This is an optimization exercise on Yosys and OpenROAD, whose aim is small area, not a production implementation.
Function was checked by simulation only, so behaviour that the tests miss may differ from the original.
Power is estimated from default activity; no workload was simulated.

==> design.v <==
`timescale 1ns / 10ps
module sap1_top (
    input  wire        clk,
    input  wire        btnC,
    input  wire        btnR,
    input  wire        btnL,
    input  wire [15:0] sw,
    output wire        sclk,
    output wire        mosi,
    output wire        cs_n,
    output reg  [6:0]  seg,
    output wire [3:0]  an,
    output wire [15:0] led
);
  localparam [2:0] IDLE = 3'd0, SELECT_PROG = 3'd1, INPUT_A = 3'd2, INPUT_B = 3'd3,
                   WRITE_RAM = 3'd4, EXECUTE = 3'd5, WRITE_WAIT = 3'd6;
  reg [3:0] rcnt;
  always @(posedge clk)
    if (btnC) rcnt <= 4'b0111;
    else rcnt <= {rcnt[2:0], rcnt[3] & rcnt[2]};
  wire rst = (rcnt != 4'd0);
  reg [5:0] q;
  reg       run;
  always @(posedge clk)
    if (rst) begin
      q   <= 6'd15;
      run <= 1'b0;
    end else begin
      q <= q + 6'd1;
      if (q[4:0] == 5'd14) run <= 1'b1;
    end
  wire       halt;
  wire       tick     = run & ~halt;
  wire       pe       = tick & (q[4:0] == 5'd15);
  wire       ne       = tick & (q[4:0] == 5'd31);
  wire       spi_evt  = tick & (q[4:0] == 5'd20);
  wire       sap1_clk = tick & (q[4] ^ (q[3:0] == 4'd15));
  localparam [15:0] BT_FB = 16'd61583;
  reg       rl, ll;
  reg [3:0] rr, lr;
  reg       rs, ls, rf, lf, rlat, llat;
  reg [1:0] rsy, lsy;
  always @(posedge clk)
    if (rst) begin
      rl <= 1'b0; rr <= 4'd15; rs <= 1'b0; rf <= 1'b0; rlat <= 1'b0; rsy <= 2'b00;
      ll <= 1'b0; lr <= 4'd15; ls <= 1'b0; lf <= 1'b0; llat <= 1'b0; lsy <= 2'b00;
    end else begin
      rl <= btnR;
      rr <= (btnR != rl) ? 4'b1110 : {rr[2:0], BT_FB[rr]};
      if (rr == 4'd15) rs <= rl;
      rf <= rs & ~rf;
      if (rs & ~rf) rlat <= 1'b1;
      else if (rsy[1]) rlat <= 1'b0;
      if (pe) rsy <= {rsy[0], rlat};
      ll <= btnL;
      lr <= (btnL != ll) ? 4'b1110 : {lr[2:0], BT_FB[lr]};
      if (lr == 4'd15) ls <= ll;
      lf <= ls & ~lf;
      if (ls & ~lf) llat <= 1'b1;
      else if (lsy[1]) llat <= 1'b0;
      if (pe) lsy <= {lsy[0], llat};
    end
  wire bR = rsy[1] & ~rsy[0];
  wire bL = lsy[1] & ~lsy[0];
  localparam [15:0] SW_FB = 16'd35059;
  wire [15:0] sst;
  genvar gi;
  generate
    for (gi = 0; gi < 16; gi = gi + 1) begin : g_sw
      if (gi < 8 || gi > 12) begin : g_used
        reg       sy, st;
        reg [4:0] c;
        wire      fb = SW_FB[{c[4], c[3], c[2], c[0]}];
        always @(posedge clk)
          if (rst) begin
            sy <= 1'b0;
            c  <= 5'b00001;
            st <= 1'b0;
          end else begin
            sy <= sw[gi];
            c  <= (sw[gi] != sy) ? 5'b00000 : {c[3:0], fb};
            if (&c) st <= sy;
          end
        assign sst[gi] = st;
      end else begin : g_unused
        assign sst[gi] = 1'b0;
      end
    end
  endgenerate
  reg [2:0] ist;
  reg [2:0] wc;
  reg       wen;
  reg       psng, psub;
  reg [3:0] song;
  reg [7:0] inA, inB, m15;
  wire      ex = (ist == EXECUTE);
  wire      snap_ld;
  wire      wr_last = (wc == (psng ? 3'd2 : 3'd7));
  always @(posedge clk)
    if (rst) begin
      ist <= IDLE;
      wen <= 1'b0;
    end else if (pe) begin
      case (ist)
        IDLE: if (bR) ist <= SELECT_PROG;
        SELECT_PROG: begin
          if (bR) begin
            if (sst[13]) begin
              ist  <= WRITE_RAM;
              wen  <= 1'b1;
            end else begin
              ist  <= INPUT_A;
            end
          end
          if (bL) ist <= IDLE;
        end
        INPUT_A: begin
          if (bR) ist <= INPUT_B;
          if (bL) ist <= SELECT_PROG;
        end
        INPUT_B: begin
          if (bR) begin
            ist <= WRITE_RAM;
            wen <= 1'b1;
          end
          if (bL) ist <= INPUT_A;
        end
        WRITE_RAM: begin
          if (wr_last) begin
            wen <= 1'b0;
            ist <= EXECUTE;
          end else begin
            wen <= 1'b1;
            ist <= WRITE_WAIT;
          end
        end
        WRITE_WAIT: begin
          wen <= 1'b0;
          ist <= WRITE_RAM;
        end
        EXECUTE: begin
          if (!halt && bL) begin
            ist <= IDLE;
            wen <= 1'b0;
          end
        end
        default: begin
          ist <= IDLE;
          wen <= 1'b0;
        end
      endcase
    end
  always @(posedge clk)
    if (cv) begin
      inB      <= {cv_t[2:0], cv_u[3], cv_u[2:0], acc[8]};
      m15[2:0] <= {cv_h[1:0], cv_t[3]};
    end else if (pe && ist == INPUT_B && bR && !bL) begin
      inB <= sst[7:0];
      m15 <= inA;
    end
  always @(posedge clk)
    if (snap_ld) inA <= ra;
    else if (pe && ist == INPUT_A && bR) inA <= sst[7:0];
  always @(posedge clk)
    if (pe) begin
      if (ist == SELECT_PROG && bR) begin
        psng <= sst[13];
        if (sst[13]) song <= sst[5:2];
        else psub <= (sst[15:14] == 2'b10);
      end
      if (ist == WRITE_RAM) wc <= wc + 3'd1;
      else if (ist != WRITE_WAIT) wc <= 3'd0;
    end
  reg [2:0] cst;    
  reg [2:0] pc;
  reg [2:0] opc;    
  reg [3:0] opr;
  reg [7:0] ra, rb;
  reg [8:0] acc;
  reg       udf;
  wire op_lda = ~opc[2] & (opc[1:0] == 2'd0);
  wire op_add = ~opc[2] & (opc[1:0] == 2'd1);
  wire op_sub = ~opc[2] & (opc[1:0] == 2'd2);
  wire op_sng = ~opc[2] & (opc[1:0] == 2'd3);
  wire op_hlt =  opc[2] & (opc[1:0] == 2'd3);
  wire op_as  = op_add | op_sub;
  assign halt = ex & (cst == 3'd3) & op_hlt;
  wire ir_load  = ex & (cst == 3'd2);
  wire a_load   = ex & (cst == 3'd4) & op_lda;
  wire b_load   = ex & (cst == 3'd4) & op_as;
  wire acc_load = ex & (cst == 3'd5) & op_as;
  wire sng_en   = ex & (cst == 3'd3) & op_sng;
  reg [7:0] ins;
  always @(*) begin
    case (pc)
      3'd1:    ins = psng ? {4'h3, song} : 8'h0F;
      3'd2:    ins = psng ? 8'hF0 : (psub ? 8'h2E : 8'h1E);
      3'd3:    ins = 8'hE0;
      3'd4:    ins = 8'h30;
      default: ins = 8'hF0;
    endcase
  end
  reg        cy;
  wire       alu_w = q[4] & ~q[3];
  wire       a_i   = ra[q[2:0]];
  wire       b_i   = rb[q[2:0]];
  wire       x_i   = udf ? b_i : a_i;
  wire       y_i   = (udf ? a_i : b_i) ^ op_sub;
  wire       s_i   = x_i ^ y_i ^ cy;
  wire       c_o   = (x_i & y_i) | (x_i & cy) | (y_i & cy);
  wire       lt_i  = (~a_i & b_i) | (~(a_i ^ b_i) & cy & (q[2:0] != 3'd0));
  wire       alu_s = alu_w & (cst == 3'd5) & op_as;
  always @(posedge clk)
    if (pe && cst == 3'd5) cy <= op_sub;
    else if (alu_w && cst == 3'd4) cy <= lt_i;
    else if (alu_s) cy <= c_o;
  wire       pre_halt = ex & (cst == 3'd2) & op_hlt;
  wire       cv  = pre_halt & q[4] & (~q[3] | (q[2:0] == 3'd0));
  wire       cv0 = (q[3:0] == 4'd0);
  wire [3:0] cv_u = cv0 ? 4'd0 : add3(inB[3:0]);
  wire [3:0] cv_t = cv0 ? 4'd0 : add3(inB[7:4]);
  wire [2:0] cv_h = cv0 ? 3'd0 : m15[2:0];
  always @(posedge clk)
    if (rst) cst <= 3'd0;
    else if (ne && ex) cst <= (cst == 3'd5) ? 3'd0 : cst + 3'd1;
  always @(posedge clk)
    if (rst) begin
      pc <= 3'd0; opc <= 3'd0; opr <= 4'd0; ra <= 8'd0; rb <= 8'd0;
      acc <= 9'd0; udf <= 1'b0;
    end else if (pe && ex) begin
      case (cst)
        3'd1: pc <= pc + 3'd1;
        3'd2: begin
          opc <= {ins[7], ins[5:4]};
          opr <= ins[3:0];
        end
        3'd4: begin
          if (op_lda) ra <= m15;
          if (op_as) rb <= inB;
        end
        3'd5: if (op_as) udf <= op_sub & cy;
        default: ;
      endcase
    end else if (alu_s) acc <= {~op_sub & c_o, s_i, acc[7:1]};
    else if (cv) acc <= {acc[7:0], 1'b0};
  reg [5:0]  bc;     
  reg        sck;
  reg [27:0] snap;
  wire       sending = ~&bc;
  assign snap_ld = ~sending & (q[4:2] == 3'b110) & (ist != INPUT_B);
  wire [39:0] word = {inA, snap[27:12], snap[11], 1'b0, snap[10], 1'b0,
                      1'b0, snap[9:7], 1'b0, snap[6:0]};
  always @(posedge clk)
    if (snap_ld)
      snap <= {rb, acc[7:0], sng_en, udf, pc, opr, cst};
  always @(posedge clk)
    if (rst) begin
      bc   <= 6'd63;
      sck  <= 1'b0;
    end else begin
      if (!sending) begin
        if (spi_evt && ex) bc <= 6'd40;
      end else if (!q[0]) begin
        sck <= ~sck;
        if (!sck) bc <= bc - 6'd1;
      end
    end
  assign sclk = sck;
  assign cs_n = ~sending;
  assign mosi = (bc < 6'd40) ? word[bc] : 1'b0;
  localparam [6:0] SEG_I = 7'b0110000, SEG_D = 7'b1011110, SEG_L = 7'b0111000,
                   SEG_E = 7'b1111001, SEG_S = 7'b1101101, SEG_A = 7'b1110111,
                   SEG_B = 7'b1111100, SEG_X = 7'b1110110, SEG_C = 7'b0111001,
                   SEG_MINUS = 7'b1000000, SEG_OFF = 7'b0000000;
  function [6:0] seg7;
    input [3:0] d;
    begin
      case (d)
        4'h0: seg7 = 7'b0111111;
        4'h1: seg7 = 7'b0000110;
        4'h2: seg7 = 7'b1011011;
        4'h3: seg7 = 7'b1001111;
        4'h4: seg7 = 7'b1100110;
        4'h5: seg7 = 7'b1101101;
        4'h6: seg7 = 7'b1111101;
        4'h7: seg7 = 7'b0000111;
        4'h8: seg7 = 7'b1111111;
        default: seg7 = 7'b1101111;
      endcase
    end
  endfunction
  function [3:0] add3;
    input [3:0] d;
    begin
      case (d)
        4'd5: add3 = 4'd8;
        4'd6: add3 = 4'd9;
        4'd7: add3 = 4'd10;
        4'd8: add3 = 4'd11;
        4'd9: add3 = 4'd12;
        default: add3 = d;
      endcase
    end
  endfunction
  wire [10:0] bcd = {m15[2:0], inB};
  wire        ge100 = (bcd[10:8] != 3'd0);
  wire        ge10  = ge100 | (bcd[7:4] != 4'd0);
  wire [1:0] ds = q[5:4];
  reg  [1:0] dsp;
  wire [3:0] nib = ds[1] ? {1'b0, bcd[10:8]} : ds[0] ? bcd[7:4] : bcd[3:0];
  wire [6:0] num = seg7(nib);
  wire       shown = (ds == 2'd0) | ((ds == 2'd1) & (udf | ge10)) | ((ds == 2'd2) & (udf | ge100));
  reg  [6:0] txt;
  always @(*) begin
    case (ist)
      IDLE:        txt = (ds == 2'd3) ? SEG_I : (ds == 2'd2) ? SEG_D : (ds == 2'd1) ? SEG_L : SEG_E;
      SELECT_PROG: txt = (ds == 2'd3) ? SEG_S : (ds == 2'd2) ? SEG_E : (ds == 2'd1) ? SEG_L : SEG_OFF;
      INPUT_A:     txt = (ds == 2'd0) ? SEG_A : SEG_OFF;
      INPUT_B:     txt = (ds == 2'd0) ? SEG_B : SEG_OFF;
      EXECUTE:     txt = (ds == 2'd3) ? SEG_E : (ds == 2'd2) ? SEG_X : (ds == 2'd1) ? SEG_E : SEG_C;
      default:     txt = SEG_OFF;
    endcase
  end
  wire [6:0] dig = rst ? SEG_OFF :
                   ~halt ? txt :
                   shown ? num :
                   ((ds == 2'd3) & udf) ? SEG_MINUS : SEG_OFF;
  always @(posedge clk) begin
    dsp <= ds;
    seg <= ~dig;
  end
  assign an = ~(4'b0001 << dsp);
  assign led = {2'b00, 1'b0, ir_load, opc[1:0], ex, bR, acc_load, a_load, b_load,
                wen, halt, sap1_clk, ist[1:0]};
endmodule
==> flow/run.sh <==
#!/bin/bash
# Standard layout, with the smallest buffer on the ports.
set -euo pipefail
bash standard.sh BUFFER_PORTS_ARGS="-buffer_cell sky130_fd_sc_hd__buf_1" finish > make_flow.log 2>&1
==> standard.sh <==
#!/bin/bash
# synth_recipe.tcl (not shown) runs the flow's synth.tcl, then flattens the netlist and writes it again
# the make line also repeats each setting of config.mk as NAME=value (left out here)
make -C /OpenROAD-flow-scripts/flow DESIGN_CONFIG=/design/flow/config.mk WORK_HOME=/design/flow/orfs CLKGATE_MAP_FILE= SYNTH_SCRIPT=/design/flow/synth_recipe.tcl "${@:-finish}"
==> config.mk <==
export PLATFORM = sky130hd
export DESIGN_NAME = sap1_top
export DESIGN_NICKNAME = sap1_top
export VERILOG_FILES = /design/flow/design.v
export SDC_FILE = /design/flow/constraint.sdc
export NUM_CORES = 4
export LEC_CHECK = 0
export CAP_MARGIN = 20
export CORE_MARGIN = 2
export CORE_UTILIZATION = 40
export CTS_BUF_LIST = sky130_fd_sc_hd__clkbuf_8
export CTS_CLUSTER_DIAMETER = 60
export CTS_CLUSTER_SIZE = 12
export SLEW_MARGIN = 20
==> constraint.sdc <==
create_clock -name core_clock -period 15.0 [get_ports {clk}]
set_input_delay 3.0000 -clock core_clock [delete_from_list [all_inputs] [get_ports {clk}]]
set_output_delay 3.0000 -clock core_clock [all_outputs]
set_load 0.01 [all_outputs]
==> impl_summary.txt, run 1 <==
----------------------------------------------------
[Synthesis]
  Ranking of synthesized cells by area ... sky130_fd_sc_hd__dfxtp_1 (33%), sky130_fd_sc_hd__edfxtp_1 (18%), sky130_fd_sc_hd__mux2i_1 (4.1%), sky130_fd_sc_hd__nor2_1 (3.6%), sky130_fd_sc_hd__o21ai_0 (3.5%)
  Count of cell types in the netlist ... 69
  Average cell area after synthesis ... 10.1 sq um
  Top_reg_cell synth ... sky130_fd_sc_hd__dfxtp_1
  Fraction of registers with async set/reset ... 0
  Number of synthesized flops with an enable pin ... 62
  Proportion of netlist area held by the largest area contributor ... 0.328
  Number of cells produced by synthesis ... 1014
  Register area share after synthesis ... 0.510
  Seq cells post-synth ... 229
  Total of warnings raised by yosys ... 1
  Synth area leader ... sky130_fd_sc_hd__dfxtp_1
  Post-synthesis instance area ... 10200 sq um

[STA]
  Tightest hold margin ... 0.438 ns
  Final clock period utilization by the worst path ... 0.403
  Number of slew-limit violations in the final report ... 0
  Slew Limit Headroom ... 0.451
  Final setup vio count ... 0
  Setup repair after global routing missed its margin ... false
  Minimum clock period after layout ... 6.05 ns
  Final Hold Viols ... 0
  Max Freq ... 0.165 GHz
  Least-Margin Pin Slew ... 0.823 ns
  Accumulated negative setup slack ... 0 ns
  Worst Clk Skew ... 0.0210 ns

[Pwr]
  Gate power share ... 0.005
  Reported net switching power ... 0.227 mW
  Switching fraction of total power ... 0.220
  Power Dens Cells ... 94.7 nW/um^2
  Part of the total power dissipated in the clock network ... 0.382
  Sequential Power Share ... 0.613
  Internal Dissipation ... ~0.80 mW
  Maximum vdd ir drop ... 0.0000831 V
  Overall power ... roughly 1.0 mW
  Pleak ... 4.05 nW

[Final layout]
  Number of fill cells ... between 2000 and 2500
  Antenna cells ... 0
  Final cell count without fillers ... 1369
  Ratio of cells with drive above 1 in the final layout ... 0.0866
  Synthesis-to-layout area growth ... 6.64%
  Final net count ... about 1100

[CTS]
  Total of cells resized after clock tree synthesis ... 0
  Number of buffers between clock root and the deepest sink ... 3
  H-tree depth reported by CTS ... 1
  Clock insertion delay at the later pin of the skew report ... 0.55 ns
  Total clock buffers created by CTS ... 26
  # Post-CTS Setup Buffers ... 0
  Clock Sinks ... 229
  CTS clock-pin slew for the worst setup and hold paths ... 0.09 ns
  CTS Hold Bufs ... 0
  CTS tree ... done
  Root Buffer ... sky130_fd_sc_hd__clkbuf_8

[GRT]
  Total global routing overflow ... 0
  Largest net degree at the start of global routing ... between 60 and 70
  Via count of the first global-routing pass ... 6806
  Initial antenna violation count ... 0
  Global-route wire length before repair ... 35000 um
  Overall Global Routing Usage ... 0.163

[Worst setup path]
  Highest fanout seen on the critical path ... 12
  Type of element launching the critical path ... register
  Data required, critical path ... between 10 and 15 ns
  Worst endpoint data arrival time ... 3.05 ns
  R2R depth ... 6
  Setup Crit Path Kind ... reg -> out
  Category of the worst setup path capture point ... primary output

[Drt]
  DR WL/cell ... 15.7 um
  First-pass iteration count of the detailed router ... 5
  Amount of wire on met2 after detailed routing ... between 9000 and 10000 um
  Drt initial violations ... approximately 490
  Vias ... 7097
  Met1 WL ... around 10000 um
  Detail Route met3 WL ... 1090 um
  Remaining DRCs ... 0
  Vias per inst ... 5.18
  Final WL ... between 20000 and 25000 um
  Top sig layer ... met4
  Post-detailed-route count of antenna-violating nets ... 0

[Placement]
  Routability Congestion ... 0.800
  Dpl hpwl ... 14900 um
  Cells after DPL ... ~1300
  Number of buffers added on ports ... 41

[Die]
  Die Area ... approximately 27000 sq um
  Die width ... 164 um
  # IOs ... 50
  Initial core utilization ... 0.406
  Cell Rows ... 58
  Placeable core region ... 25100 sq um
  Die Y ... 164 um

[Min path]
  Depth of the worst hold-timing path ... 2
  Path type of the worst min-delay path ... reg -> reg

[Flow run]
  Number of maximum-capacitance constraint violations ... 0

[Outcome]
  Run status ... complete, no violations

----------------------------------------------------
==> critical path, stage by stage (launching register included) <==
cell and delay, ns:
sky130_fd_sc_hd__dfxtp_1 0.51, sky130_fd_sc_hd__inv_1 0.19, sky130_fd_sc_hd__nor2_1 0.14, sky130_fd_sc_hd__ha_1 0.18, sky130_fd_sc_hd__nand4_1 0.55, sky130_fd_sc_hd__nor2_2 0.62
sky130_fd_sc_hd__nor3b_1 0.16, sky130_fd_sc_hd__buf_1 0.16
==> power groups by stage <==
| stage | logic, mW | registers (mW) | clock network [mW] |
|---|---|---|---|
| 2_1_floorplan | 0.00378 | 0.646 | 0 |
| 5_1_grt | 0.00636 | 0.632 | 0.434 |
| 4_1_cts | 0.00567 | 0.632 | 0.409 |
| 6_report | 0.00555 | 0.632 | 0.394 |
| 3_5_place_dp | 0.00566 | 0.646 | 0 |
| 3_3_place_gp | 0.00561 | 0.646 | 0 |
==> per-stage QoR <==
| stage | util | setup WS (ns) | cell area (sq um) |
|---|---|---|---|
| 2_1_floorplan | - | 10.32 | 10200 |
| 3_3_place_gp | 0.415 | 9.53 | 10400 |
| 3_5_place_dp | 0.415 | 9.50 | 10400 |
| 4_1_cts | 0.433 | 8.90 | 10900 |
| 5_1_grt | 0.433 | 8.70 | 10900 |
| 6_report | 0.433 | 8.95 | 10900 |
==> layout make-up <==
type,instances,area (sq um),share of cell area
Inverter,47,176,0.0162
Multi-Input combinational cell,672,4430,0.407
Clock buffer,27,372,0.0341
Tap cell,330,413,0.0379
Timing Repair Buffer,47,199,0.0183
Sequential cell,229,5200,0.478
Clock inverter,17,93.8,0.00862
==> cells by family (layout without fill, tap and decap cells) <==
group	count (synthesis)	in the layout	synth area share
other	1	3	0.000367
DFF	229	229	0.510
buffers and inverters	115	138	0.0581
adders and majority gates	28	28	0.0351
and+or+nand+nor	343	343	0.169
xor gates and xnor gates	23	23	0.0197
AOI/OAI and AO/OA	209	209	0.128
muxes	66	66	0.0798
==> state kept, by name, indices dropped and copies added, names as in the netlist, 4 cells and up <==
register,cells
g_sw.g_used.c,55
snap,28
g_sw.g_used.st,11
g_sw.g_used.sy,11
acc,9
inA,8
inB,8
m15,8
ra,8
rb,8
seg,7
bc,6
q,6
lr,4
opr,4
rcnt,4
rr,4
song,4
==> synth_stat cells (16+ instances only) <==
| cell type | n |
|---|---|
| sky130_fd_sc_hd__nor3_1 | 18 |
| sky130_fd_sc_hd__edfxtp_1 | 62 |
| sky130_fd_sc_hd__clkbuf_1 | 30 |
| sky130_fd_sc_hd__o21ai_0 | 71 |
| sky130_fd_sc_hd__dfxtp_1 | 167 |
| sky130_fd_sc_hd__mux2i_1 | 42 |
| sky130_fd_sc_hd__a21oi_1 | 64 |
| sky130_fd_sc_hd__inv_1 | 47 |
| sky130_fd_sc_hd__xor2_1 | 16 |
| sky130_fd_sc_hd__nand3_1 | 23 |
| sky130_fd_sc_hd__buf_4 | 19 |
| sky130_fd_sc_hd__nand2_1 | 69 |
| sky130_fd_sc_hd__and2_1 | 48 |
| sky130_fd_sc_hd__ha_1 | 27 |
| sky130_fd_sc_hd__nor2_1 | 99 |
==> final timing paths <==
kind | from | end | slack, ns
worst max-delay path | cst[0] | led[2] | 8.95
worst min-delay path | llat | lsy[0] | 0.44
worst max register to register | ist[2] | pc[2] | 11.62
worst min register to register | llat | lsy[0] | 0.44
==> routing by layer <==
| metal | track usage | up-vias |
|---|---|---|
| li1 | - | 3582 |
| met1 | 0.223 | 3332 |
| met2 | 0.263 | 147 |
| met3 | 0.0278 | 36 |
| met4 | 0.0510 | 0 |
| met5 | 0 | - |
==> placed cells by master, fill, tap and decap left out, types with 12 or more instances in the layout <==
master / instances
sky130_fd_sc_hd__dfxtp_1: 167
sky130_fd_sc_hd__nor2_1: 99
sky130_fd_sc_hd__o21ai_0: 71
sky130_fd_sc_hd__nand2_1: 69
sky130_fd_sc_hd__a21oi_1: 64
sky130_fd_sc_hd__edfxtp_1: 62
sky130_fd_sc_hd__inv_1: 56
sky130_fd_sc_hd__and2_1: 48
sky130_fd_sc_hd__mux2i_1: 42
sky130_fd_sc_hd__buf_1: 41
sky130_fd_sc_hd__ha_1: 27
sky130_fd_sc_hd__clkbuf_8: 27
sky130_fd_sc_hd__nand3_1: 23
sky130_fd_sc_hd__nor3_1: 18
sky130_fd_sc_hd__xor2_1: 16
sky130_fd_sc_hd__and3_1: 15
sky130_fd_sc_hd__mux2_2: 13
sky130_fd_sc_hd__nand2b_1: 13
sky130_fd_sc_hd__a211oi_1: 12
==> run 2: changes to the inputs <==
==> flow/run.sh (replaced) <==
#!/bin/bash
# Standard layout with two changes: synthesis maps the logic with an
# area-oriented abc script (flow/area.abc; registers are untouched), and the
# ports are buffered with the smallest buffer.
set -euo pipefail
export MY_ABC_SCRIPT="$PWD/flow/area.abc"
bash standard.sh SYNTH_SCRIPT="$PWD/flow/synth.tcl" \
  BUFFER_PORTS_ARGS="-buffer_cell sky130_fd_sc_hd__buf_1" finish > make_flow.log 2>&1
==> flow/area.abc (new file) <==
&get -n
&st
&syn3
&dch -f
&put
amap
topo
dnsize -c
==> flow/synth.tcl (new file) <==
proc synth {args} { yosys synth -nofsm -noshare {*}$args }
proc abc {args} {
  if {[info exists ::env(MY_ABC_SCRIPT)]} {
    set i [lsearch -exact $args -script]
    if {$i >= 0} { lset args [expr {$i + 1}] $::env(MY_ABC_SCRIPT) }
  }
  yosys abc {*}$args
}
source $::env(SCRIPTS_DIR)/synth.tcl
# left out here: clear keep_hierarchy, flatten, clean up, hide names made inside functions, write 1_2_yosys.v
==> impl_summary.txt, run 2 <==
----------------------------------------------------
[GRT]
  Overall Global Routing Usage ... 0.175 (+0.0124)
  Global-route wire length before repair ... 35100 um (+0.16%)
  Largest net degree at the start of global routing ... 67 (+9.8%)
  Via count of the first global-routing pass ... 6882 (+1.1%)
  Initial antenna violation count ... 0 (unchanged)
  Total global routing overflow ... 0 (unchanged)

[STA]
  Setup repair after global routing missed its margin ... false
  Number of slew-limit violations in the final report ... 0 (unchanged)
  Minimum clock period after layout ... 6.41 ns (+0.361 ns)
  Least-Margin Pin Slew ... 1.04 ns (+0.217 ns)
  Min setup slack post-route ... 8.59 ns (-0.361 ns)
  Final Hold Viols ... 0 (unchanged)
  Tightest hold margin ... 0.398 ns (-0.0392 ns)
  Worst Clk Skew ... 0.0185 ns (-0.00246 ns)
  Slew Limit Headroom ... 0.301 (-0.150)
  Accumulated negative setup slack ... 0 ns (unchanged)
  Final setup vio count ... 0 (unchanged)
  Final clock period utilization by the worst path ... 0.427 (+0.0241)
  Max Freq ... 0.156 GHz (-5.6%)

[CTS]
  Total of cells resized after clock tree synthesis ... 0 (unchanged)
  Total clock buffers created by CTS ... 23 (-12%)
  CTS clock-pin slew for the worst setup and hold paths ... 0.08 ns (about the same)
  Number of buffers between clock root and the deepest sink ... 3 (unchanged)
  CTS tree ... done
  Clock insertion delay at the later pin of the skew report ... 0.53 ns (-0.02 ns)
  Clock Sinks ... 229 (unchanged)
  # Post-CTS Setup Buffers ... 0 (unchanged)
  CTS Hold Bufs ... 0 (unchanged)
  Root Buffer ... sky130_fd_sc_hd__clkbuf_8
  H-tree depth reported by CTS ... 1 (unchanged)

[Synthesis]
  Top_reg_cell synth ... sky130_fd_sc_hd__dfxtp_1
  Number of cells produced by synthesis ... 1000 (-1.4%)
  Synth area leader ... sky130_fd_sc_hd__dfxtp_1
  Adder-cell share of the synthesized area ... 0.0380 (+0.00295)
  Number of synthesized flops with an enable pin ... 62 (unchanged)
  Simple-gate area share of the yosys netlist ... 0.160 (-0.00878)
  Register area share after synthesis ... 0.553 (+0.0429)
  Total of warnings raised by yosys ... 1 (unchanged)
  Largest family of logic cells by synthesized area ... compound AO/OA/AOI/OAI gates
  Proportion of netlist area held by the largest area contributor ... 0.355 (+0.0276)
  Ranking of synthesized cells by area ... sky130_fd_sc_hd__dfxtp_1 (36%), sky130_fd_sc_hd__edfxtp_1 (20%), sky130_fd_sc_hd__nor2_1 (6.7%), sky130_fd_sc_hd__clkinv_1 (4.5%), sky130_fd_sc_hd__a21oi_1 (3.6%)
  Count of cell types in the netlist ... 44 (-36%)
  Post-synthesis instance area ... 9410 sq um (-7.8%)
  Seq cells post-synth ... 229 (unchanged)
  XOR/XNOR share of the synthesized area ... 0 (-0.0197)
  Fraction of registers with async set/reset ... 0 (unchanged)
  Most used standard cells in the synthesized netlist ... sky130_fd_sc_hd__dfxtp_1 (167), sky130_fd_sc_hd__nor2_1 (167), sky130_fd_sc_hd__clkinv_1 (112), sky130_fd_sc_hd__a21oi_1 (68), sky130_fd_sc_hd__edfxtp_1 (62)
  Post-synthesis compound-gate area fraction ... 0.191 (+0.0631)
  Average cell area after synthesis ... 9.41 sq um (-6.5%)
  Multiplexer area fraction after synthesis ... 0 (-0.0798)

[Outcome]
  Run status ... complete, no violations

[Die]
  Die Y ... 157 um (-3.9%)
  Cell Rows ... 56 (-3.4%)
  Die width ... 157 um (-3.9%)
  Initial core utilization ... 0.405 (-0.00178)
  Die Area ... 24800 sq um (-7.6%)
  Placeable core region ... 23300 sq um (-7.4%)
  # IOs ... 50 (unchanged)

[Pwr]
  Overall power ... 1.01 mW (-2.0%)
  Maximum vdd ir drop ... 0.0000636 V (-23%)
  Pleak ... 3.51 nW (-13%)
  Power Dens Cells ... 97.7 nW/um^2 (+3.1%)

[Drt]
  Vias per inst ... 5.22 (+0.75%)
  Post-detailed-route count of antenna-violating nets ... 0 (unchanged)
  Vias ... 7265 (+2.4%)
  First-pass iteration count of the detailed router ... 5 (unchanged)
  Remaining DRCs ... 0 (unchanged)
  Final WL ... 21400 um (-0.30%)
  Drt initial violations ... 495 (+0.61%)
  DR WL/cell ... 15.4 um (-1.9%)

[Final layout]
  Final cell count without fillers ... 1391 (+1.6%)
  Post-Route Utilization ... 0.445 (+0.0112)
  Ratio of cells with drive above 1 in the final layout ... 0.0345 (-0.0521)
  Final Cell Area ... 10300 sq um (-5.0%)
  Register containing the most flip-flops in the final layout ... g_sw.g_used.c
  Flip-flop count of the largest register after layout ... 55 (unchanged)
  Final net count ... 1107 (+3.4%)
  Top library cells by usage in the layout, fill and taps aside ... sky130_fd_sc_hd__nor2_1 (167), sky130_fd_sc_hd__dfxtp_1 (167), sky130_fd_sc_hd__clkinv_1 (111), sky130_fd_sc_hd__a21oi_1 (68), sky130_fd_sc_hd__edfxtp_1 (62)
  Antenna cells ... 0 (unchanged)
  Synthesis-to-layout area growth ... 9.89%
  Largest regs ... g_sw.g_used.c x55, snap x28

[Flow run]
  Number of maximum-capacitance constraint violations ... 0 (unchanged)

[Worst setup path]
  Type of element launching the critical path ... register
  Worst endpoint data arrival time ... 3.41 ns (+0.36 ns)
  Highest fanout seen on the critical path ... 21 (+9)
  Category of the worst setup path capture point ... primary output
  Delay of the slowest critical-path stage ... 0.84 ns (+0.22 ns)
  Cells along the critical path ... clkinv_1 -> o22ai_1 -> nor2_1 -> a311oi_1 -> a31oi_1 -> o32ai_1 -> a222oi_1 -> buf_1
  Data required, critical path ... 12.00 ns (about the same)
  Cell with the largest stage delay on the worst path ... sky130_fd_sc_hd__dfxtp_1
  Flop2flop setup slack ... 10.44 ns (-1.18 ns)
  R2R depth ... 10 (+4)
  Setup Crit Path Kind ... reg -> out

[Placement]
  Routability Congestion ... 0.883 (+10%)
  Area after detailed placement ... 9930 sq um (-4.7%)
  Number of buffers added on ports ... 41 (unchanged)
  Dpl hpwl ... 14800 um (-0.60%)
  Setup Slack @ Placement ... 9.25 ns (-0.257 ns)
  Cells after DPL ... 1353 (+2.1%)

[Min path]
  Depth of the worst hold-timing path ... 1 (-1)
  Path type of the worst min-delay path ... reg -> reg

----------------------------------------------------
[run 2: cell count changes after synthesis, sizes merged, moves of 18 or more]
| cell | before | now |
|---|---|---|
| clkinv | 0 | 112 |
| nor2 | 101 | 167 |
| and2 | 48 | 0 |
| inv | 47 | 0 |
| mux2i | 42 | 0 |
| clkbuf | 34 | 0 |
| nor2b | 9 | 37 |
| o22ai | 0 | 27 |
| a22oi | 1 | 23 |
| buf | 34 | 16 |
[run 2: final cells by class]
type                       count  area, sq um
clock buffer                  25          344
clock inverter                13         75.1
fill                        2321        12900
inverter                     112          420
multi-input combinational    645         3690
sequential                   229         5200
tap                          319          399
timing repair buffer          48          206
[run 2: final timing paths]
path,startpoint,to
worst min-delay path,rf,rf
worst min register to register,rf,rf
worst max register to register,ist[2],inB[1]
worst max-delay path,bc[1],mosi
[run 2: cells by family (layout without fill, tap and decap cells)]
kind of cell    count (synthesis)  count (layout)
simple gates                  337             337
compound gates                277             277
flops                         229             229
buf+inv                       128             198
fa+ha+maj                      28              28
other cells                     1               3
[run 2: worst max-delay path: cells and delay by family, from the launching register on]
kind,cells,cell delay (ns)
simple gates,1,0.06
buf+inv,2,0.95
compound gates,5,1.03
flops,1,0.84
[run 2: metal layers]
| layer | up-vias | wire length (um) | track usage |
|---|---|---|---|
| met5 | - | 0 | 0 |
| met4 | 0 | 512 | 0.0450 |
| met3 | 38 | 891 | 0.0248 |
| met2 | 163 | 9780 | 0.286 |
| met1 | 3376 | 10200 | 0.245 |
| li1 | 3688 | - | - |
[run 2: power breakdown]
group          total [mW]  leakage (nW)  switching [mW]  internal, mW
combinational     0.00477          1.29         0.00306       0.00171
clock               0.374         0.258           0.204         0.170
sequential          0.631          1.97        0.000545         0.631
total                1.01          3.51           0.208         0.802
==> run 3: changes to the inputs <==
==> flow/run.sh (replaced) <==
#!/bin/bash
# Standard layout with three changes: synthesis maps the logic with an
# area-oriented abc script (flow/area.abc; registers are untouched), the
# ports are buffered with the smallest buffer, and the clock tree uses no
# dummy loads.
set -euo pipefail
export MY_ABC_SCRIPT="$PWD/flow/area.abc"
bash standard.sh SYNTH_SCRIPT="$PWD/flow/synth.tcl" \
  BUFFER_PORTS_ARGS="-buffer_cell sky130_fd_sc_hd__buf_1" \
  CTS_ARGS="-sink_clustering_enable -repair_clock_nets -buf_list sky130_fd_sc_hd__clkbuf_8 -sink_clustering_size 12 -sink_clustering_max_diameter 60 -dont_use_dummy_load" \
  finish > make_flow.log 2>&1
==> impl_summary.txt, run 3 <==
----------------------------------------------------
[Pwr]
  Maximum vdd ir drop ... 0.0000574 V (-9.6%)
  Part of the total power dissipated in the clock network ... 0.343 (-0.027)
  Switching fraction of total power ... 0.205 (-0.000493)
  Pleak ... 3.42 nW (-2.6%)
  Gate power share ... 0.005 (about the same)
  Overall power ... 0.969 mW (-4.1%)
  Internal Dissipation ... 0.770 mW (-4.1%)
  Power Dens Cells ... 94.6 nW/um^2 (-3.2%)
  Sequential Power Share ... 0.652 (+0.027)
  Reported net switching power ... 0.199 mW (-4.4%)

[Synthesis]
  Number of synthesized flops with an enable pin ... 62 (unchanged)
  Synth area leader ... sky130_fd_sc_hd__dfxtp_1
  Register area share after synthesis ... 0.553 (unchanged)
  Top_reg_cell synth ... sky130_fd_sc_hd__dfxtp_1
  Most used standard cells in the synthesized netlist ... sky130_fd_sc_hd__dfxtp_1 (167), sky130_fd_sc_hd__nor2_1 (167), sky130_fd_sc_hd__clkinv_1 (112), sky130_fd_sc_hd__a21oi_1 (68), sky130_fd_sc_hd__edfxtp_1 (62)
  Fraction of registers with async set/reset ... 0 (unchanged)
  Proportion of netlist area held by the largest area contributor ... 0.355 (unchanged)
  Count of cell types in the netlist ... 44 (unchanged)
  Number of cells produced by synthesis ... 1000 (unchanged)
  Post-synthesis instance area ... 9410 sq um (unchanged)
  Total of warnings raised by yosys ... 1 (unchanged)
  Ranking of synthesized cells by area ... sky130_fd_sc_hd__dfxtp_1 (36%), sky130_fd_sc_hd__edfxtp_1 (20%), sky130_fd_sc_hd__nor2_1 (6.7%), sky130_fd_sc_hd__clkinv_1 (4.5%), sky130_fd_sc_hd__a21oi_1 (3.6%)
  Seq cells post-synth ... 229 (unchanged)
  Average cell area after synthesis ... 9.41 sq um (unchanged)

[STA]
  Slew Limit Headroom ... 0.331 (+0.0303)
  Max Freq ... 0.157 GHz (+0.83%)
  Final clock period utilization by the worst path ... 0.424 (-0.00350)
  Number of slew-limit violations in the final report ... 0 (unchanged)
  Least-Margin Pin Slew ... 0.995 ns (-0.0450 ns)
  Final Hold Viols ... 0 (unchanged)
  Final setup vio count ... 0 (unchanged)
  Minimum clock period after layout ... 6.35 ns (-0.0525 ns)
  Setup repair after global routing missed its margin ... false
  Accumulated negative setup slack ... 0 ns (unchanged)
  Worst Clk Skew ... 0.0136 ns (-0.00487 ns)

[Die]
  Cell Rows ... 56 (unchanged)
  # IOs ... 50 (unchanged)
  Initial core utilization ... 0.405 (unchanged)
  Placeable core region ... 23300 sq um (unchanged)
  Die Y ... 157 um (unchanged)
  Die Area ... 24800 sq um (unchanged)
  Die width ... 157 um (unchanged)

[CTS]
  H-tree depth reported by CTS ... 1 (unchanged)
  CTS tree ... done
  Total of cells resized after clock tree synthesis ... 0 (unchanged)
  CTS Hold Bufs ... 0 (unchanged)
  Clock Sinks ... 229 (unchanged)
  # Post-CTS Setup Buffers ... 0 (unchanged)
  Root Buffer ... sky130_fd_sc_hd__clkbuf_8
  Clock insertion delay at the later pin of the skew report ... 0.53 ns (about the same)
  Number of buffers between clock root and the deepest sink ... 3 (unchanged)
  CTS clock-pin slew for the worst setup and hold paths ... 0.07 ns (about the same)
  Total clock buffers created by CTS ... 23 (unchanged)

[Drt]
  First-pass iteration count of the detailed router ... 5 (unchanged)
  Vias per inst ... 5.23 (+0.20%)
  Drt initial violations ... 519 (+4.8%)
  DR WL/cell ... 15.5 um (+0.97%)
  Final WL ... 21400 um (-0.12%)
  Post-detailed-route count of antenna-violating nets ... 0 (unchanged)
  Remaining DRCs ... 0 (unchanged)
  Vias ... 7201 (-0.88%)

[GRT]
  Initial antenna violation count ... 0 (unchanged)
  Total global routing overflow ... 0 (unchanged)
  Global-route wire length before repair ... 35000 um (-0.23%)
  Overall Global Routing Usage ... 0.175 (about the same)
  Largest net degree at the start of global routing ... 67 (unchanged)
  Via count of the first global-routing pass ... 6848 (-0.49%)

[Worst setup path]
  Type of element launching the critical path ... register
  Setup Crit Path Kind ... reg -> out
  Data required, critical path ... 12.00 ns (about the same)
  Worst endpoint data arrival time ... 3.35 ns (-0.06 ns)
  Category of the worst setup path capture point ... primary output
  Highest fanout seen on the critical path ... 9 (-57%)

[Final layout]
  Register containing the most flip-flops in the final layout ... g_sw.g_used.c
  Top library cells by usage in the layout, fill and taps aside ... sky130_fd_sc_hd__nor2_1 (167), sky130_fd_sc_hd__dfxtp_1 (167), sky130_fd_sc_hd__clkinv_1 (111), sky130_fd_sc_hd__a21oi_1 (68), sky130_fd_sc_hd__edfxtp_1 (62)
  Antenna cells ... 0 (unchanged)
  Synthesis-to-layout area growth ... 8.80%
  Final net count ... 1107 (unchanged)
  Ratio of cells with drive above 1 in the final layout ... 0.0322 (-0.00235)
  Flip-flop count of the largest register after layout ... 55 (unchanged)
  Largest regs ... g_sw.g_used.c x55, snap x28
  Number of fill cells ... 2322 (+0.043%)

[Flow run]
  Number of maximum-capacitance constraint violations ... 0 (unchanged)

[Min path]
  Path type of the worst min-delay path ... reg -> reg

[Placement]
  Routability Congestion ... 0.883 (unchanged)
  Dpl hpwl ... 14800 um (unchanged)
  Number of buffers added on ports ... 41 (unchanged)

[Outcome]
  Run status ... complete, no violations

----------------------------------------------------
## run 3: cell types whose count changed in the layout (fill, tap and decap cells not counted), sizes merged
cell / before / now
clkbuf: 25 / 23
inv: 13 / 1
bufinv: 1 / 0
## run 3: kinds of logic (layout without fill, tap and decap cells)
family / Yosys count / after routing / share of synthesized area
AO/OA/AOI/OAI: 277 / 277 / 0.191
adder cells (fa/ha/maj): 28 / 28 / 0.0380
buffers and inverters: 128 / 183 / 0.0574
flip-flops: 229 / 229 / 0.553
other: 1 / 3 / 0.000398
AND/OR/NAND/NOR: 337 / 337 / 0.160
## run 3: layer usage
layer	up-vias	global-route usage	wire length (um)
met2	177	0.287	9750
met1	3319	0.244	10100
met3	34	0.0262	996
met5	-	0	0
li1	3671	-	-
met4	0	0.0416	471
## run 3: final timing paths
path | start | endpoint | slack, ns | depth (start not counted)
max | ist[0] | led[2] | 8.65 | 10
min | rf | rf | 0.40 | 1
max reg2reg | ist[0] | inB[1] | 10.39 | 12
min reg2reg | rf | rf | 0.40 | 1
## run 3: cell type report
type / count / area, sq um / share of cell area
multi-input cells: 645 / 3690 / 0.361
flip-flops and latches: 229 / 5200 / 0.508
inverters: 112 / 420 / 0.0410
well taps: 319 / 399 / 0.0390
clock buffers: 23 / 317 / 0.0309
repair buffers: 48 / 206 / 0.0202
## run 3: critical path, cell delays in order, from the launching register on
cell and delay, ns:
sky130_fd_sc_hd__dfxtp_1 0.45, sky130_fd_sc_hd__clkinv_1 0.27, sky130_fd_sc_hd__nor2_1 0.21, sky130_fd_sc_hd__clkinv_1 0.16, sky130_fd_sc_hd__nor2_1 0.36, sky130_fd_sc_hd__nand2_1 0.15, sky130_fd_sc_hd__nor2_1 0.46, sky130_fd_sc_hd__clkinv_1 0.38
sky130_fd_sc_hd__nand2_1 0.18, sky130_fd_sc_hd__nor2_1 0.07, sky130_fd_sc_hd__buf_1 0.13
## run 3: power by group through the flow
stage	registers (mW)	clock network [mW]	logic, mW
global route	0.632	0.363	0.00563
finish	0.632	0.332	0.00476
global placement	0.646	0	0.00476
detailed placement	0.646	0	0.00484
floorplan	0.646	0	0.00323
CTS	0.631	0.345	0.00485
## run 3: through the flow
step           std cells  setup WS, ns  area [sq um]  hold WS, ns  utilization
2_1_floorplan       1002          8.01          9420        0.379            -
3_3_place_gp        1353          9.21          9930        0.389        0.427
3_5_place_dp        1353          9.25          9930        0.389        0.427
4_1_cts             1376          8.64         10200        0.400        0.440
5_1_grt             1376          8.31         10200        0.417        0.440
6_report            1376          8.65         10200        0.397        0.440
==> run 4: changes to the inputs <==
--- a/design.v
+++ b/design.v
@@ -8,7 +8,7 @@
     output wire        sclk,
     output wire        mosi,
     output wire        cs_n,
-    output reg  [6:0]  seg,
+    output wire [6:0]  seg,
     output wire [3:0]  an,
     output wire [15:0] led
 );
@@ -305,30 +305,28 @@
   wire [10:0] bcd = {m15[2:0], inB};
   wire        ge100 = (bcd[10:8] != 3'd0);
   wire        ge10  = ge100 | (bcd[7:4] != 4'd0);
-  wire [1:0] ds = q[5:4];
   reg  [1:0] dsp;
-  wire [3:0] nib = ds[1] ? {1'b0, bcd[10:8]} : ds[0] ? bcd[7:4] : bcd[3:0];
+  reg  [2:0] mode;
+  always @(posedge clk) begin
+    dsp  <= q[5:4];
+    mode <= rst ? 3'd4 : halt ? 3'd7 : ist;
+  end
+  wire [3:0] nib = dsp[1] ? {1'b0, bcd[10:8]} : dsp[0] ? bcd[7:4] : bcd[3:0];
   wire [6:0] num = seg7(nib);
-  wire       shown = (ds == 2'd0) | ((ds == 2'd1) & (udf | ge10)) | ((ds == 2'd2) & (udf | ge100));
-  reg  [6:0] txt;
+  wire       shown = (dsp == 2'd0) | ((dsp == 2'd1) & (udf | ge10)) | ((dsp == 2'd2) & (udf | ge100));
+  reg  [6:0] dig;
   always @(*) begin
-    case (ist)
-      IDLE:        txt = (ds == 2'd3) ? SEG_I : (ds == 2'd2) ? SEG_D : (ds == 2'd1) ? SEG_L : SEG_E;
-      SELECT_PROG: txt = (ds == 2'd3) ? SEG_S : (ds == 2'd2) ? SEG_E : (ds == 2'd1) ? SEG_L : SEG_OFF;
-      INPUT_A:     txt = (ds == 2'd0) ? SEG_A : SEG_OFF;
-      INPUT_B:     txt = (ds == 2'd0) ? SEG_B : SEG_OFF;
-      EXECUTE:     txt = (ds == 2'd3) ? SEG_E : (ds == 2'd2) ? SEG_X : (ds == 2'd1) ? SEG_E : SEG_C;
-      default:     txt = SEG_OFF;
+    case (mode)
+      IDLE:        dig = (dsp == 2'd3) ? SEG_I : (dsp == 2'd2) ? SEG_D : (dsp == 2'd1) ? SEG_L : SEG_E;
+      SELECT_PROG: dig = (dsp == 2'd3) ? SEG_S : (dsp == 2'd2) ? SEG_E : (dsp == 2'd1) ? SEG_L : SEG_OFF;
+      INPUT_A:     dig = (dsp == 2'd0) ? SEG_A : SEG_OFF;
+      INPUT_B:     dig = (dsp == 2'd0) ? SEG_B : SEG_OFF;
+      EXECUTE:     dig = (dsp == 2'd3) ? SEG_E : (dsp == 2'd2) ? SEG_X : (dsp == 2'd1) ? SEG_E : SEG_C;
+      3'd7:        dig = shown ? num : ((dsp == 2'd3) & udf) ? SEG_MINUS : SEG_OFF;
+      default:     dig = SEG_OFF;
     endcase
   end
-  wire [6:0] dig = rst ? SEG_OFF :
-                   ~halt ? txt :
-                   shown ? num :
-                   ((ds == 2'd3) & udf) ? SEG_MINUS : SEG_OFF;
-  always @(posedge clk) begin
-    dsp <= ds;
-    seg <= ~dig;
-  end
+  assign seg = ~dig;
   assign an = ~(4'b0001 << dsp);
   assign led = {2'b00, 1'b0, ir_load, opc[1:0], ex, bR, acc_load, a_load, b_load,
                 wen, halt, sap1_clk, ist[1:0]};
==> flow/run.sh (replaced) <==
#!/bin/bash
# Standard layout with these changes: synthesis maps the logic with an
# area-oriented abc script (flow/area.abc; registers are untouched), the
# ports are buffered with the smallest buffer, and the clock tree is built
# from mid-size buffers without dummy loads.
set -euo pipefail
export MY_ABC_SCRIPT="$PWD/flow/area.abc"
bash standard.sh SYNTH_SCRIPT="$PWD/flow/synth.tcl" \
  BUFFER_PORTS_ARGS="-buffer_cell sky130_fd_sc_hd__buf_1" \
  CTS_ARGS="-sink_clustering_enable -repair_clock_nets -buf_list sky130_fd_sc_hd__clkbuf_8 -sink_clustering_size 18 -sink_clustering_max_diameter 80 -dont_use_dummy_load" \
  finish > make_flow.log 2>&1
==> impl_summary.txt, run 4 <==
----------------------------------------------------
[GRT]
  Initial antenna violation count ... 0 (unchanged)
  Global-route wire length before repair ... 33400 um (-4.4%)
  Largest net degree at the start of global routing ... 56 (-16%)
  Via count of the first global-routing pass ... 6549 (-4.4%)
  Overall Global Routing Usage ... 0.168 (-0.00662)
  Total global routing overflow ... 0 (unchanged)

[Final layout]
  Largest regs ... g_sw.g_used.c x55, snap x28
  Antenna cells ... 0 (unchanged)
  Flip-flop count of the largest register after layout ... 55 (unchanged)
  Post-Route Utilization ... 0.442 (+0.00205)
  Ratio of cells with drive above 1 in the final layout ... 0.0239 (-0.00824)
  Most common cell after layout, fill and taps aside ... sky130_fd_sc_hd__nor2_1
  Final net count ... 1094 (-1.2%)
  Register Area ... 5120 sq um (-1.5%)
  Top library cells by usage in the layout, fill and taps aside ... sky130_fd_sc_hd__nor2_1 (167), sky130_fd_sc_hd__dfxtp_1 (163), sky130_fd_sc_hd__clkinv_1 (111), sky130_fd_sc_hd__a21oi_1 (77), sky130_fd_sc_hd__edfxtp_1 (62)
  Synthesis-to-layout area growth ... 7.72%
  Area of the multi-input gates ... 3730 sq um (+0.88%)
  Number of fill cells ... 2268 (-2.3%)
  Final cell count without fillers ... 1358 (-1.3%)
  Register containing the most flip-flops in the final layout ... g_sw.g_used.c
  Final Cell Area ... 10100 sq um (-1.6%)

[Drt]
  DR WL/cell ... 15.1 um (-2.8%)
  Final WL ... 20500 um (-4.1%)
  First-pass iteration count of the detailed router ... 5 (unchanged)
  Drt initial violations ... 477 (-8.1%)
  Post-detailed-route count of antenna-violating nets ... 0 (unchanged)
  Vias per inst ... 5.22 (-0.33%)
  Vias ... 7083 (-1.6%)
  Remaining DRCs ... 0 (unchanged)

[Synthesis]
  Library cell with the highest instance count after synthesis ... sky130_fd_sc_hd__nor2_1
  Register area share after synthesis ... 0.548 (-0.00501)
  Count of cell types in the netlist ... 49 (+11%)
  Seq cells post-synth ... 225 (-1.7%)
  Number of cells produced by synthesis ... 997 (-0.30%)
  Average cell area after synthesis ... 9.38 sq um (-0.34%)
  Ranking of synthesized cells by area ... sky130_fd_sc_hd__dfxtp_1 (35%), sky130_fd_sc_hd__edfxtp_1 (20%), sky130_fd_sc_hd__nor2_1 (6.7%), sky130_fd_sc_hd__clkinv_1 (4.5%), sky130_fd_sc_hd__a21oi_1 (4.1%)
  Total of warnings raised by yosys ... 1 (unchanged)
  Post-synthesis instance area ... 9350 sq um (-0.64%)
  Number of synthesized flops with an enable pin ... 62 (unchanged)
  Top_reg_cell synth ... sky130_fd_sc_hd__dfxtp_1
  Synth area leader ... sky130_fd_sc_hd__dfxtp_1
  Fraction of registers with async set/reset ... 0 (unchanged)
  Most used standard cells in the synthesized netlist ... sky130_fd_sc_hd__nor2_1 (167), sky130_fd_sc_hd__dfxtp_1 (163), sky130_fd_sc_hd__clkinv_1 (112), sky130_fd_sc_hd__a21oi_1 (77), sky130_fd_sc_hd__edfxtp_1 (62)
  Proportion of netlist area held by the largest area contributor ... 0.349 (-0.00628)

[CTS]
  Total of cells resized after clock tree synthesis ... 0 (unchanged)
  Clock Sinks ... 225 (-1.7%)
  CTS tree ... done
  CTS Hold Bufs ... 0 (unchanged)
  H-tree depth reported by CTS ... 1 (unchanged)
  CTS clock-pin slew for the worst setup and hold paths ... 0.11 ns (+0.04 ns)
  Total clock buffers created by CTS ... 16 (-30%)
  Clock insertion delay at the later pin of the skew report ... 0.53 ns (about the same)
  Root Buffer ... sky130_fd_sc_hd__clkbuf_8
  # Post-CTS Setup Buffers ... 0 (unchanged)
  Number of buffers between clock root and the deepest sink ... 3 (unchanged)

[Pwr]
  Part of the total power dissipated in the clock network ... 0.306 (-0.037)
  Reported net switching power ... 0.182 mW (-8.4%)
  Power Dens Cells ... 89.5 nW/um^2 (-5.4%)
  Overall power ... 0.901 mW (-6.9%)
  Internal Dissipation ... 0.719 mW (-6.5%)
  Sequential Power Share ... 0.689 (+0.037)
  Gate power share ... 0.005 (about the same)
  Switching fraction of total power ... 0.202 (-0.00332)
  Pleak ... 3.33 nW (-2.5%)
  Maximum vdd ir drop ... 0.0000694 V (+21%)

[Flow run]
  Number of maximum-capacitance constraint violations ... 0 (unchanged)

[STA]
  Final Hold Viols ... 0 (unchanged)
  Accumulated negative setup slack ... 0 ns (unchanged)
  Worst Clk Skew ... 0.0440 ns (+0.0303 ns)
  Setup repair after global routing missed its margin ... false
  Min setup slack post-route ... 8.48 ns (-0.171 ns)
  Tightest hold margin ... 0.408 ns (+0.0111 ns)
  Max Freq ... 0.153 GHz (-2.6%)
  Final clock period utilization by the worst path ... 0.435 (+0.0114)
  Minimum clock period after layout ... 6.53 ns (+0.171 ns)
  Number of slew-limit violations in the final report ... 0 (unchanged)
  Slew Limit Headroom ... 0.404 (+0.0727)
  Final setup vio count ... 0 (unchanged)
  Least-Margin Pin Slew ... 0.887 ns (-0.108 ns)

[Worst setup path]
  Category of the worst setup path capture point ... primary output
  Setup Crit Path Kind ... reg -> out
  Cell family with most CP delay ... compound AO/OA/AOI/OAI gates
  Type of element launching the critical path ... register
  Data required, critical path ... 12.00 ns (about the same)
  Crit path buffers/inverters ... 2 (-2)
  Cells along the critical path ... clkinv_1 -> o22ai_1 -> nor2_1 -> o32ai_1 -> o22ai_1 -> o21ai_0 -> o22ai_1 -> buf_1
  Most repeated library cell on the critical path ... sky130_fd_sc_hd__o22ai_1
  Cell with the largest stage delay on the worst path ... sky130_fd_sc_hd__dfxtp_1
  Delay of the slowest critical-path stage ... 0.87 ns (+0.41 ns)
  Highest fanout seen on the critical path ... 21 (+12)
  Worst endpoint data arrival time ... 3.53 ns (+0.18 ns)

[Die]
  Initial core utilization ... 0.411 (+0.00597)
  Placeable core region ... 22800 sq um (-2.1%)
  Die width ... 157 um (-0.31%)
  Cell Rows ... 55 (-1.8%)
  # IOs ... 50 (unchanged)
  Die Y ... 157 um (-0.31%)
  Die Area ... 24600 sq um (-0.62%)

[Placement]
  Routability Congestion ... 0.872 (-1.3%)
  Cells after DPL ... 1342 (-0.81%)
  Area after detailed placement ... 9840 sq um (-0.82%)
  Setup Slack @ Placement ... 8.99 ns (-0.260 ns)
  Number of buffers added on ports ... 41 (unchanged)
  Dpl hpwl ... 14400 um (-2.6%)

[Outcome]
  Run status ... complete, no violations

[Min path]
  Path type of the worst min-delay path ... reg -> reg

----------------------------------------------------
[run 4: final timing paths]
path / startpoint / endpoint / slack (ns) / cells after the start
worst max-delay path: bc[1] / mosi / 8.48 / 8
worst min-delay path: rf / rf / 0.41 / 1
worst max register to register: ist[0] / inB[6] / 10.75 / 7
worst min register to register: rf / rf / 0.41 / 1
[run 4: area by class of cell]
class	instances	area share
Tap cell	313	0.0389
Timing Repair Buffer	46	0.0190
Multi-Input combinational cell	646	0.370
Sequential cell	225	0.509
Inverter	112	0.0417
Clock buffer	16	0.0219
[run 4: power by group through the flow]
| stage | combinational [mW] | clock (mW) | sequential, mW |
|---|---|---|---|
| after global routing | 0.00559 | 0.309 | 0.621 |
| final | 0.00479 | 0.276 | 0.621 |
| after global placement | 0.00479 | 0 | 0.635 |
| after floorplan | 0.00336 | 0 | 0.635 |
| after CTS | 0.00488 | 0.288 | 0.621 |
| after detailed placement | 0.00489 | 0 | 0.635 |
[run 4: cells by family (layout without fill, tap and decap cells)]
family	Yosys count	count (layout)	synth area share
adder cells (fa/ha/maj)	27	27	0.0369
buffers and inverters	128	174	0.0578
AO/OA/AOI/OAI	268	268	0.188
flip-flops	225	225	0.548
AND/OR/NAND/NOR	348	348	0.169
other	1	3	0.000401
[run 4: routing by layer]
layer | track usage | vias to the layer above | share of wire
li1 | - | 3635 | -
met1 | 0.239 | 3301 | 0.49
met2 | 0.272 | 122 | 0.45
met3 | 0.0229 | 25 | 0.042
met4 | 0.0424 | 0 | 0.017
met5 | 0 | - | 0
[run 4: worst register-to-register path, cell delays in order (launching register included)]
cell,delay [ns]
sky130_fd_sc_hd__dfxtp_1,0.52
sky130_fd_sc_hd__clkinv_1,0.37
sky130_fd_sc_hd__nor3_1,0.55
sky130_fd_sc_hd__clkinv_1,0.37
sky130_fd_sc_hd__nor2_1,0.27
sky130_fd_sc_hd__nand4_1,0.65
sky130_fd_sc_hd__clkinv_1,0.43
sky130_fd_sc_hd__or2_0,0.69
==> run 5: changes to the inputs <==
--- a/flow/run.sh
+++ b/flow/run.sh
@@ -7,5 +7,5 @@
 export MY_ABC_SCRIPT="$PWD/flow/area.abc"
 bash standard.sh SYNTH_SCRIPT="$PWD/flow/synth.tcl" \
   BUFFER_PORTS_ARGS="-buffer_cell sky130_fd_sc_hd__buf_1" \
-  CTS_ARGS="-sink_clustering_enable -repair_clock_nets -buf_list sky130_fd_sc_hd__clkbuf_8 -sink_clustering_size 18 -sink_clustering_max_diameter 80 -dont_use_dummy_load" \
+  CTS_ARGS="-sink_clustering_enable -repair_clock_nets -buf_list sky130_fd_sc_hd__clkbuf_8 -sink_clustering_size 12 -sink_clustering_max_diameter 60 -dont_use_dummy_load" ADDER_MAP_FILE= \
   finish > make_flow.log 2>&1
==> impl_summary.txt, run 5 <==
----------------------------------------------------
[Drt]
  Vias per inst ... 5.26 (+0.92%)
  Post-detailed-route count of antenna-violating nets ... 0 (unchanged)
  Remaining DRCs ... 0 (unchanged)
  Vias ... 7059 (-0.34%)
  Final WL ... 20700 um (+1.2%)
  DR WL/cell ... 15.5 um (+2.5%)
  Drt initial violations ... 501 (+5.0%)
  First-pass iteration count of the detailed router ... 5 (unchanged)

[Placement]
  Routability Congestion ... 0.856 (-1.8%)
  Dpl hpwl ... 14700 um (+2.0%)
  Area after detailed placement ... 9520 sq um (-3.3%)
  Cells after DPL ... 1318 (-1.8%)
  Number of buffers added on ports ... 41 (unchanged)
  Setup Slack @ Placement ... 9.02 ns (+0.0348 ns)

[Worst setup path]
  Cell family with most CP delay ... buffers and inverters
  Crit path buffers/inverters ... 2 (unchanged)
  Most repeated library cell on the critical path ... sky130_fd_sc_hd__o32ai_1
  Worst endpoint data arrival time ... 3.44 ns (-0.09 ns)
  Setup Crit Path Kind ... reg -> out
  Cell with the largest stage delay on the worst path ... sky130_fd_sc_hd__dfxtp_1
  Highest fanout seen on the critical path ... 14 (-33%)
  Data required, critical path ... 12.00 ns (about the same)
  Delay of the slowest critical-path stage ... 0.73 ns (-0.14 ns)
  Cells along the critical path ... clkinv_1 -> nand2_1 -> nor2_1 -> o41ai_1 -> o32ai_1 -> o32ai_1 -> buf_1
  Category of the worst setup path capture point ... primary output
  Type of element launching the critical path ... register

[Pwr]
  Power Dens Cells ... 96.6 nW/um^2 (+8.0%)
  Pleak ... 3.22 nW (-3.5%)
  Maximum vdd ir drop ... 0.0000653 V (-5.9%)
  Overall power ... 0.951 mW (+5.5%)

[Final layout]
  Antenna cells ... 0 (unchanged)
  Register containing the most flip-flops in the final layout ... g_sw.g_used.c
  Top library cells by usage in the layout, fill and taps aside ... sky130_fd_sc_hd__nor2_1 (195), sky130_fd_sc_hd__dfxtp_1 (163), sky130_fd_sc_hd__clkinv_1 (117), sky130_fd_sc_hd__edfxtp_1 (62), sky130_fd_sc_hd__a21oi_1 (59)
  Most common cell after layout, fill and taps aside ... sky130_fd_sc_hd__nor2_1
  Synthesis-to-layout area growth ... 8.53%
  Final Cell Area ... 9840 sq um (-2.3%)
  Post-Route Utilization ... 0.439 (-0.00370)
  Largest regs ... g_sw.g_used.c x55, snap x28
  Flip-flop count of the largest register after layout ... 55 (unchanged)
  Final cell count without fillers ... 1341 (-1.3%)
  Ratio of cells with drive above 1 in the final layout ... 0.0303 (+0.00638)
  Number of fill cells ... 2235 (-1.5%)
  Final net count ... 1078 (-1.5%)

[Synthesis]
  Post-synthesis instance area ... 9070 sq um (-3.1%)
  XOR/XNOR share of the synthesized area ... 0 (unchanged)
  Adder-cell share of the synthesized area ... 0 (-0.0369)
  Total of warnings raised by yosys ... 1 (unchanged)
  Ranking of synthesized cells by area ... sky130_fd_sc_hd__dfxtp_1 (36%), sky130_fd_sc_hd__edfxtp_1 (21%), sky130_fd_sc_hd__nor2_1 (8.1%), sky130_fd_sc_hd__clkinv_1 (4.9%), sky130_fd_sc_hd__a21oi_1 (3.3%)
  Most used standard cells in the synthesized netlist ... sky130_fd_sc_hd__nor2_1 (195), sky130_fd_sc_hd__dfxtp_1 (163), sky130_fd_sc_hd__clkinv_1 (118), sky130_fd_sc_hd__edfxtp_1 (62), sky130_fd_sc_hd__a21oi_1 (59)
  Number of cells produced by synthesis ... 999 (+0.20%)
  Register area share after synthesis ... 0.565 (+0.0173)
  Largest family of logic cells by synthesized area ... compound AO/OA/AOI/OAI gates
  Library cell with the highest instance count after synthesis ... sky130_fd_sc_hd__nor2_1
  Seq cells post-synth ... 225 (unchanged)
  Synth area leader ... sky130_fd_sc_hd__dfxtp_1
  Top_reg_cell synth ... sky130_fd_sc_hd__dfxtp_1
  Fraction of registers with async set/reset ... 0 (unchanged)
  Average cell area after synthesis ... 9.08 sq um (-3.3%)
  Multiplexer area fraction after synthesis ... 0 (unchanged)
  Proportion of netlist area held by the largest area contributor ... 0.360 (+0.0110)
  Count of cell types in the netlist ... 40 (-18%)
  Number of synthesized flops with an enable pin ... 62 (unchanged)
  Simple-gate area share of the yosys netlist ... 0.184 (+0.0149)
  Post-synthesis compound-gate area fraction ... 0.189 (+0.000428)

[CTS]
  Clock Sinks ... 225 (unchanged)
  Number of buffers between clock root and the deepest sink ... 3 (unchanged)
  # Post-CTS Setup Buffers ... 0 (unchanged)
  Total clock buffers created by CTS ... 23 (+7)
  Clock insertion delay at the later pin of the skew report ... 0.54 ns (about the same)
  CTS Hold Bufs ... 0 (unchanged)
  CTS tree ... done
  Root Buffer ... sky130_fd_sc_hd__clkbuf_8
  H-tree depth reported by CTS ... 1 (unchanged)
  CTS clock-pin slew for the worst setup and hold paths ... 0.08 ns (-0.03 ns)
  Total of cells resized after clock tree synthesis ... 0 (unchanged)

[STA]
  Minimum clock period after layout ... 6.44 ns (-0.0813 ns)
  Max Freq ... 0.155 GHz (+1.3%)
  Min setup slack post-route ... 8.56 ns (+0.0813 ns)
  Number of slew-limit violations in the final report ... 0 (unchanged)
  Accumulated negative setup slack ... 0 ns (unchanged)
  Final Hold Viols ... 0 (unchanged)
  Setup repair after global routing missed its margin ... false
  Final clock period utilization by the worst path ... 0.430 (-0.00542)
  Tightest hold margin ... 0.408 ns (-0.000643 ns)
  Slew Limit Headroom ... 0.293 (-0.111)
  Least-Margin Pin Slew ... 1.05 ns (+0.166 ns)
  Worst Clk Skew ... 0.0504 ns (+0.00643 ns)
  Final setup vio count ... 0 (unchanged)

[GRT]
  Global-route wire length before repair ... 33900 um (+1.5%)
  Total global routing overflow ... 0 (unchanged)
  Initial antenna violation count ... 0 (unchanged)
  Largest net degree at the start of global routing ... 64 (+14%)
  Overall Global Routing Usage ... 0.175 (+0.00678)
  Via count of the first global-routing pass ... 6521 (-0.43%)

[Outcome]
  Run status ... complete, no violations

[Die]
  Cell Rows ... 55 (unchanged)
  Die Y ... 155 um (-1.5%)
  Placeable core region ... 22400 sq um (-1.5%)
  Die width ... 155 um (-1.5%)
  Initial core utilization ... 0.404 (-0.00647)
  # IOs ... 50 (unchanged)
  Die Area ... 23900 sq um (-3.0%)

[Flow run]
  Number of maximum-capacitance constraint violations ... 0 (unchanged)

[Min path]
  Path type of the worst min-delay path ... reg -> reg

----------------------------------------------------
-- run 5: changes by cell type after synthesis, moves of 3 or more --
cell                       before  now
sky130_fd_sc_hd__o211ai_1      12   16
sky130_fd_sc_hd__nor2b_1       40   35
sky130_fd_sc_hd__a221oi_1      15   12
sky130_fd_sc_hd__o221ai_1      14    7
sky130_fd_sc_hd__a211oi_1       8   15
sky130_fd_sc_hd__nand2_1       51   57
sky130_fd_sc_hd__nor3_1        25   29
sky130_fd_sc_hd__ha_1          26    0
sky130_fd_sc_hd__o21a_1         2    7
sky130_fd_sc_hd__clkinv_1     112  118
sky130_fd_sc_hd__nor2_1       167  195
sky130_fd_sc_hd__a21oi_1       77   59
sky130_fd_sc_hd__a32oi_1        4    1
sky130_fd_sc_hd__o22ai_1       17   31
-- run 5: final timing paths --
kind / startpoint / end / slack [ns] / depth (start not counted)
worst max-delay path: bc[1] / mosi / 8.56 / 7
worst min-delay path: rf / rf / 0.41 / 1
worst max register to register: ist[0] / m15[1] / 10.69 / 8
worst min register to register: rf / rf / 0.41 / 1
-- run 5: layout make-up --
type	count	area [sq um]	area share
Sequential cell	225	5120	0.521
Multi-Input combinational cell	642	3390	0.345
Inverter	118	443	0.0450
Clock buffer	23	317	0.0322
Tap cell	285	357	0.0362
Timing Repair Buffer	48	206	0.0210
-- run 5: cell families after synthesis --
family / after synthesis
flops: 225
simple gates: 377
other cells: 1
buf+inv: 134
compound gates: 262
-- run 5: worst register-to-register path, stage by stage (launching register included) --
cell	delay (ns)
sky130_fd_sc_hd__dfxtp_1	0.47
sky130_fd_sc_hd__clkinv_1	0.26
sky130_fd_sc_hd__nor3_1	0.53
sky130_fd_sc_hd__clkinv_1	0.38
sky130_fd_sc_hd__nor3_1	0.64
sky130_fd_sc_hd__o21ai_0	0.22
sky130_fd_sc_hd__nor4_1	0.47
sky130_fd_sc_hd__buf_4	0.27
sky130_fd_sc_hd__or2_0	0.67
-- run 5: report_power, final --
part,leakage [nW],switching (mW),internal (mW),total [mW]
sequential,1.92,0.000491,0.620,0.621
combinational,1.13,0.00308,0.00167,0.00475
clock,0.165,0.189,0.136,0.325
-- run 5: layer usage --
| layer | vias up | track usage | wire length, um |
|---|---|---|---|
| met1 | 3223 | 0.252 | 10200 |
| met5 | - | 0 | 0 |
| met3 | 39 | 0.0291 | 1010 |
| met2 | 167 | 0.275 | 9090 |
| li1 | 3630 | - | - |
| met4 | 0 | 0.0450 | 472 |

[what the ideal ports hide]
Ports are ideal in the flow. The routed layouts listed here were re-timed in OpenROAD. Step 1 sets driving cells, clkbuf_16 on the clock port and buf_2 on the other inputs (assumed; they add their load-dependent delay and slew). Step 2 times the ports against the registers' clock, not the clock port: input delays grow and output delays shrink by t, the midpoint of the rising clock arrivals with the driver on. a / b / c = ideal / step 1 / step 2; a / b = the first two.
run | t, ns | setup slack, ns | hold slack, ns
run 1 | 0.583 | 8.955 / 8.916 / 9.499 | 0.438 / 0.438 / 0.438
run 2 | 0.560 | 8.593 / 8.555 / 9.116 | 0.398 / 0.398 / 0.398
run 3 | 0.557 | 8.646 / 8.608 / 9.165 | 0.397 / 0.397 / 0.397
run 4 | 0.544 | 8.475 / 8.435 / 8.979 | 0.408 / 0.408 / 0.408
run 5 | 0.553 | 8.556 / 8.518 / 9.071 | 0.408 / 0.408 / 0.408
After both steps every run listed still meets setup and hold.
